From an optimization exercise on the open Yosys and OpenROAD flow, aimed at small area and a short achievable clock period; shortcuts taken in it are not production practice. RTL that was checked went through simulation tests only; none was proved equivalent to the original. Power is estimated from default activity; no workload was simulated.

==> job 9828 <==
// mac_demo
module mac_demo(input clk, input reset, input ena,
                input signed [15:0] k, input signed [15:0] x,
                output signed [31:0] acc_out);
export LEC_CHECK = 0
export CAP_MARGIN = 20
export CORE_MARGIN = 2
export CORE_UTILIZATION = 40
export SLEW_MARGIN = 20
create_clock -name core_clock -period 7.0 [get_ports {clk}]
run.sh (not shown) runs the stock make flow with config.mk's settings and CLKGATE_MAP_FILE= SYNTH_SCRIPT=/design/flow/synth_recipe.tcl, a recipe that flattens the netlist after the stock synthesis.
==> job 6707 (differences from job 9828) <==
--- a/flow/config.mk
+++ b/flow/config.mk
@@ -7,2 +7,3 @@
 export LEC_CHECK = 0
+export ABC_AREA = 1
 export CAP_MARGIN = 20
==> job 6107 (differences from job 9828) <==
--- a/flow/config.mk
+++ b/flow/config.mk
@@ -7,2 +7,3 @@
 export LEC_CHECK = 0
+export ABC_AREA = 1
 export CAP_MARGIN = 20
@@ -10,2 +11,3 @@
 export CORE_UTILIZATION = 40
+export SETUP_SLACK_MARGIN = 1.0
 export SLEW_MARGIN = 20
==> notes <==
Cell area: job 6707 is smaller than job 6107 (1.2%).
Power, lowest first: job 6707, job 6107, job 9828.
Final cell count: job 9828 > job 6107 > job 6707.
Against job 9828, the synthesized cell count of job 6707 is lower by 27%.
In job 9828 the wire length is higher than in job 6707, by 34%.
In area after synthesis, job 6707 and job 6107 do not differ.
Count of clock-buffer cells in the layout is the same in job 6107 and job 6707.
Sequential cell count is the same in job 9828 and job 6107.
No functional check of the RTL was part of any run of this note.

* * *

==> build 58: inputs <==
Another version of the RTL of mac_demo (not shown whole).
export LEC_CHECK = 0
export ABC_AREA = 1
export CAP_MARGIN = 20
export CORE_MARGIN = 2
export CORE_UTILIZATION = 40
export SETUP_SLACK_MARGIN = 2.0
export SLEW_MARGIN = 20
export SYNTH_HIERARCHICAL = 1
export SYNTH_MINIMUM_KEEP_SIZE = 0
create_clock -name core_clock -period 7.0 [get_ports {clk}]
standard.sh (not shown) runs the stock make flow with config.mk's settings and CLKGATE_MAP_FILE= SYNTH_SCRIPT=/design/flow/synth_recipe.tcl, a recipe that flattens the netlist after the stock synthesis.
==> flow/flow/run.sh <==
#!/bin/bash
# The standard layout (the standard.sh, unchanged synthesis), except that
# the port buffers are plain buffers and the clock-delay buffer cells are not
# used anywhere. The make output goes to standard.log; ORFS keeps each step's
# log under orfs/logs/.
set -uo pipefail
export BUFFER_PORTS_ARGS="-buffer_cell sky130_fd_sc_hd__buf_2"
export DONT_USE_CELLS="sky130_fd_sc_hd__clkdlybuf4s15_1 sky130_fd_sc_hd__clkdlybuf4s15_2 sky130_fd_sc_hd__clkdlybuf4s18_1 sky130_fd_sc_hd__clkdlybuf4s18_2 sky130_fd_sc_hd__clkdlybuf4s25_1 sky130_fd_sc_hd__clkdlybuf4s25_2 sky130_fd_sc_hd__clkdlybuf4s50_1 sky130_fd_sc_hd__clkdlybuf4s50_2"
bash standard.sh > standard.log 2>&1
==> trial 37 (differences from build 58) <==
Settings changed: SETUP_SLACK_MARGIN 2.0 to 1.5.
==> summary.txt <==
Against trial 37, the design area of build 58 is higher by 0.69%.
Sequential cell count is the same in build 58 and trial 37.
Of build 58 and trial 37, build 58 has the higher clock skew (gap 0.00056 ns).
Against build 58, the sequential share of layout area of trial 37 is higher by 0.098 points.
Of trial 37 and build 58, trial 37 has the higher via count (gap about 0.6%, measured against build 58).
Sequential power is about the same in build 58 and trial 37.
Synthesized cell count is the same in build 58 and trial 37.
Between trial 37 and build 58, the lower first-iteration DRC count is in build 58 (gap about 5%, measured against build 58).
In area after synthesis, build 58 and trial 37 do not differ.
==> figures <==
| metric | trial 37 | build 58 |
|---|---|---|
| Final standard cell area without fillers | 9030 um^2 | 9090 um^2 |
| FILL cells | 1935 | 1928 |
| Switching share of power | 0.466 | 0.466 |
| Worst EP arrival | 5.19 ns | 4.98 ns |
| Total Power | 4.93 mW | 4.96 mW |
| Reg-to-reg setup timing slack | 2.19 ns | 2.31 ns |
| Met2 Routed Length | 10000 um | 9970 um |
| Status | complete, no violations | complete, no violations |
| Worst Setup Slack, final | 2.04 ns | 2.24 ns |
| Min cycle time layout | 4.96 ns | 4.76 ns |
| Multi-input combinational cell area | 6230 um^2 | 6250 um^2 |
| Post-detailed-route wirelength per cell | 17.4 um | 17.3 um |
| Power density over cell area | 546 nW/um^2 | 545 nW/um^2 |
| Final non-clock buffer share | 0.0432 | 0.0479 |
| Tightest Pin Transition | 0.827 ns | 0.868 ns |
| Slowest stage delay, CP | 0.56 ns | 0.61 ns |
| Aggregate routed wire length | 20200 um | 20200 um |
| Final area over synthesized area | 1.107x | 1.115x |
| P_int | 2.64 mW | 2.65 mW |
No functional check of the RTL was part of any run of this note.

* * *

==> maple <==
Another version of the RTL of mac_demo (not shown whole).
Design mac_demo, start of the top module:
module mac_demo(input clk, input reset, input ena,
                input signed [15:0] k, input signed [15:0] x,
                output signed [31:0] acc_out);
  reg [31:0] rs, rc;
  wire [31:0] ag, ap;
  ha u_cp0 (.a(rs[0]), .b(rc[0]), .s(ap[0]), .co(ag[0]));
  ha u_cp1 (.a(rs[1]), .b(rc[1]), .s(ap[1]), .co(ag[1]));
  ha u_cp2 (.a(rs[2]), .b(rc[2]), .s(ap[2]), .co(ag[2]));
  ha u_cp3 (.a(rs[3]), .b(rc[3]), .s(ap[3]), .co(ag[3]));
  ha u_cp4 (.a(rs[4]), .b(rc[4]), .s(ap[4]), .co(ag[4]));
  ha u_cp5 (.a(rs[5]), .b(rc[5]), .s(ap[5]), .co(ag[5]));
  ha u_cp6 (.a(rs[6]), .b(rc[6]), .s(ap[6]), .co(ag[6]));
  ha u_cp7 (.a(rs[7]), .b(rc[7]), .s(ap[7]), .co(ag[7]));
  ha u_cp8 (.a(rs[8]), .b(rc[8]), .s(ap[8]), .co(ag[8]));
  ha u_cp9 (.a(rs[9]), .b(rc[9]), .s(ap[9]), .co(ag[9]));
  ha u_cp10 (.a(rs[10]), .b(rc[10]), .s(ap[10]), .co(ag[10]));
  ha u_cp11 (.a(rs[11]), .b(rc[11]), .s(ap[11]), .co(ag[11]));
  ha u_cp12 (.a(rs[12]), .b(rc[12]), .s(ap[12]), .co(ag[12]));
  ha u_cp13 (.a(rs[13]), .b(rc[13]), .s(ap[13]), .co(ag[13]));
  ha u_cp14 (.a(rs[14]), .b(rc[14]), .s(ap[14]), .co(ag[14]));
  ha u_cp15 (.a(rs[15]), .b(rc[15]), .s(ap[15]), .co(ag[15]));
  ha u_cp16 (.a(rs[16]), .b(rc[16]), .s(ap[16]), .co(ag[16]));
  ha u_cp17 (.a(rs[17]), .b(rc[17]), .s(ap[17]), .co(ag[17]));
  ha u_cp18 (.a(rs[18]), .b(rc[18]), .s(ap[18]), .co(ag[18]));
  ha u_cp19 (.a(rs[19]), .b(rc[19]), .s(ap[19]), .co(ag[19]));
  ha u_cp20 (.a(rs[20]), .b(rc[20]), .s(ap[20]), .co(ag[20]));
  ha u_cp21 (.a(rs[21]), .b(rc[21]), .s(ap[21]), .co(ag[21]));
  ha u_cp22 (.a(rs[22]), .b(rc[22]), .s(ap[22]), .co(ag[22]));
  ha u_cp23 (.a(rs[23]), .b(rc[23]), .s(ap[23]), .co(ag[23]));
  ha u_cp24 (.a(rs[24]), .b(rc[24]), .s(ap[24]), .co(ag[24]));
  ha u_cp25 (.a(rs[25]), .b(rc[25]), .s(ap[25]), .co(ag[25]));
  ha u_cp26 (.a(rs[26]), .b(rc[26]), .s(ap[26]), .co(ag[26]));
  ha u_cp27 (.a(rs[27]), .b(rc[27]), .s(ap[27]), .co(ag[27]));
  ha u_cp28 (.a(rs[28]), .b(rc[28]), .s(ap[28]), .co(ag[28]));
  ha u_cp29 (.a(rs[29]), .b(rc[29]), .s(ap[29]), .co(ag[29]));
  ha u_cp30 (.a(rs[30]), .b(rc[30]), .s(ap[30]), .co(ag[30]));
  ha u_cp31 (.a(rs[31]), .b(rc[31]), .s(ap[31]), .co(ag[31]));
  wire pg1 = ag[1] | (ap[1] & ag[0]);
  ...
Settings: LEC_CHECK=0, ABC_AREA=1, CAP_MARGIN=20, CORE_MARGIN=2, CORE_UTILIZATION=40, CTS_BUF_LIST=sky130_fd_sc_hd__clkbuf_4 sky130_fd_sc_hd__clkbuf_8, SETUP_SLACK_MARGIN=2.9, SLEW_MARGIN=20, SYNTH_HIERARCHICAL=1, SYNTH_MINIMUM_KEEP_SIZE=0; clock period 7.0 ns.
Scripts as last shown in full above: flow/flow/run.sh
==> tundra (differences from maple) <==
--- a/flow/design.v
+++ b/flow/design.v
@@ -26,10 +26,12 @@
 endmodule
 module mac_demo(input clk, input reset, input ena,
                 input signed [15:0] k, input signed [15:0] x,
                 output signed [31:0] acc_out);
   reg [31:0] rs, rc;
+  reg rz;
+  wire [31:0] acc;
   wire [31:0] ag, ap;
   ha u_cp0 (.a(rs[0]), .b(rc[0]), .s(ap[0]), .co(ag[0]));
   ha u_cp1 (.a(rs[1]), .b(rc[1]), .s(ap[1]), .co(ag[1]));
   ha u_cp2 (.a(rs[2]), .b(rc[2]), .s(ap[2]), .co(ag[2]));
   ha u_cp3 (.a(rs[3]), .b(rc[3]), .s(ap[3]), .co(ag[3]));
@@ -173,13 +175,14 @@
   wire pp_55 = ap[26] & pp_41;
   wire pg56 = ag[28] | (ap[28] & pg35);
   wire pp_56 = ap[28] & pp_35;
   wire pg57 = ag[30] | (ap[30] & pg42);
   wire pp_57 = ap[30] & pp_42;
-  assign acc_out = ap ^ {pg57, pg42, pg56, pg35, pg55, pg41, pg54, pg32, pg53, pg40, pg52, pg34, pg51, pg39, pg50, pg29, pg49, pg38, pg48, pg33, pg47, pg37, pg46, pg25, pg45, pg36, pg44, pg17, pg43, pg1, ag[0], 1'b0};
-  wire en = ena & ~reset;
-  wire [31:0] fb = acc_out & {32{~reset}};
+  assign acc = ap ^ {pg57, pg42, pg56, pg35, pg55, pg41, pg54, pg32, pg53, pg40, pg52, pg34, pg51, pg39, pg50, pg29, pg49, pg38, pg48, pg33, pg47, pg37, pg46, pg25, pg45, pg36, pg44, pg17, pg43, pg1, ag[0], 1'b0};
+  assign acc_out = acc & {32{~rz}};
+  wire en = ena;
+  wire [31:0] fb = acc_out;
   wire [16:0] xe = {x, 1'b0};
   wire [15:0] kg = k;
   wire [16:0] ke = {k[15], k};
   wire [17:0] ke2 = {ke, 1'b0};
   wire [7:0] ng, ngb;
@@ -534,10 +537,11 @@
   assign hs18 = ~fb[31];
   assign hc18 = fb[31];
   wire [31:0] ns = {hs18, fs123, fs122, fs121, fs120, fc118, fs118, fs117, fc115, fc114, fc113, fc112, fc111, fc110, fc109, fc108, fc107, fc106, fc105, fc104, fc103, fs103, hc17, hs15, fs15, hc1, fc7, fs7, hs0, fs3, fs1, fs0};
   wire [31:0] nc = {fc123, fc122, fc121, fc120, fc119, fs119, fc117, fc116, fs116, fs115, fs114, fs113, fs112, fs111, fs110, fs109, fs108, fs107, fs106, fs105, fs104, fc102, fs102, hs17, hs3, hs2, hs1, 1'b0, fc3, 1'b0, 1'b0, 1'b0};
   always @(posedge clk) begin
+    rz <= reset;
     rs <= ns;
     rc <= nc;
   end
 endmodule
 module fa(input a, input b, input c, output s, output co);
CORE_UTILIZATION = 30   (was 40)
SETUP_SLACK_MARGIN = 2.6   (was 2.9)
==> impl_metrics.json <==
{
  "status": "timing/DRC/antenna clean",
  "worst_pin_slew_ns": 0.5513,
  "diodes": 0,
  "switching_power_w": 0.001695,
  "slew-limit-headroom": 0.6296,
  "synth_area_per_cell_um2": 9.505,
  "final-clk-cell-share": 0.02041,
  "combPwrFrac": 0.748,
  "final_common_cell": "xnor2_1",
  "grt_util_met1": 0.2802
}
[end of results for maple]
==> impl_metrics.json <==
{
  "status": "timing/DRC/antenna clean",
  "grt_util_met1": 0.2091,
  "final-clk-cell-share": 0.02749,
  "combPwrFrac": 0.729,
  "switching_power_w": 0.001805,
  "slew-limit-headroom": 0.6316,
  "synth_area_per_cell_um2": 9.394,
  "final_common_cell": "fa_1",
  "worst_pin_slew_ns": 0.5513
}
[end of results for tundra]
Function not checked in maple: the RTL went through the layout flow alone.

## separate check: timing with driven ports
No port has a modelled driver above. Below, the same layouts with a new extraction and two added sets of constraints. Step 1, drivers: a clkbuf_16 drives clk and a buf_2 each remaining input, both assumed. Step 2 moves the port delays by t, midway between the first and last clock arrival at a register: inputs arrive t later, outputs are due t later. That takes back most of the time a late clock gives input paths. a / b / c = ideal ports / drivers / drivers and shift; a / b = the first two.
run	shift t [ns]	slack for setup (ns)	hold slack, ns	worst slew at a driven data input, ns
job 9828	0.333	0.774 / 0.791 / 0.458	0.603 / 0.603 / 0.603	0.08
job 6707	0.335	0.882 / 0.903 / 0.568	0.528 / 0.528 / 0.528	0.06
job 6107	0.335	1.189 / 1.208 / 0.874	0.529 / 0.529 / 0.529	0.06
build 58	0.388	2.240 / 2.242 / 1.854	0.599 / 0.599 / 0.599	0.04
trial 37	0.389	2.035 / 2.054 / 1.665	0.599 / 0.599 / 0.599	0.04
maple	0.405	2.930 / 2.931 / 2.526	0.651 / 0.651 / 0.651	0.05
tundra	0.404	2.703 / 2.699 / 2.295	0.698 / 0.698 / 0.698	0.07
After both steps setup and hold are still met in every run listed. The setup slack of tundra, which loses most, moves by -0.004 ns with the drivers and by -0.408 ns with both steps.
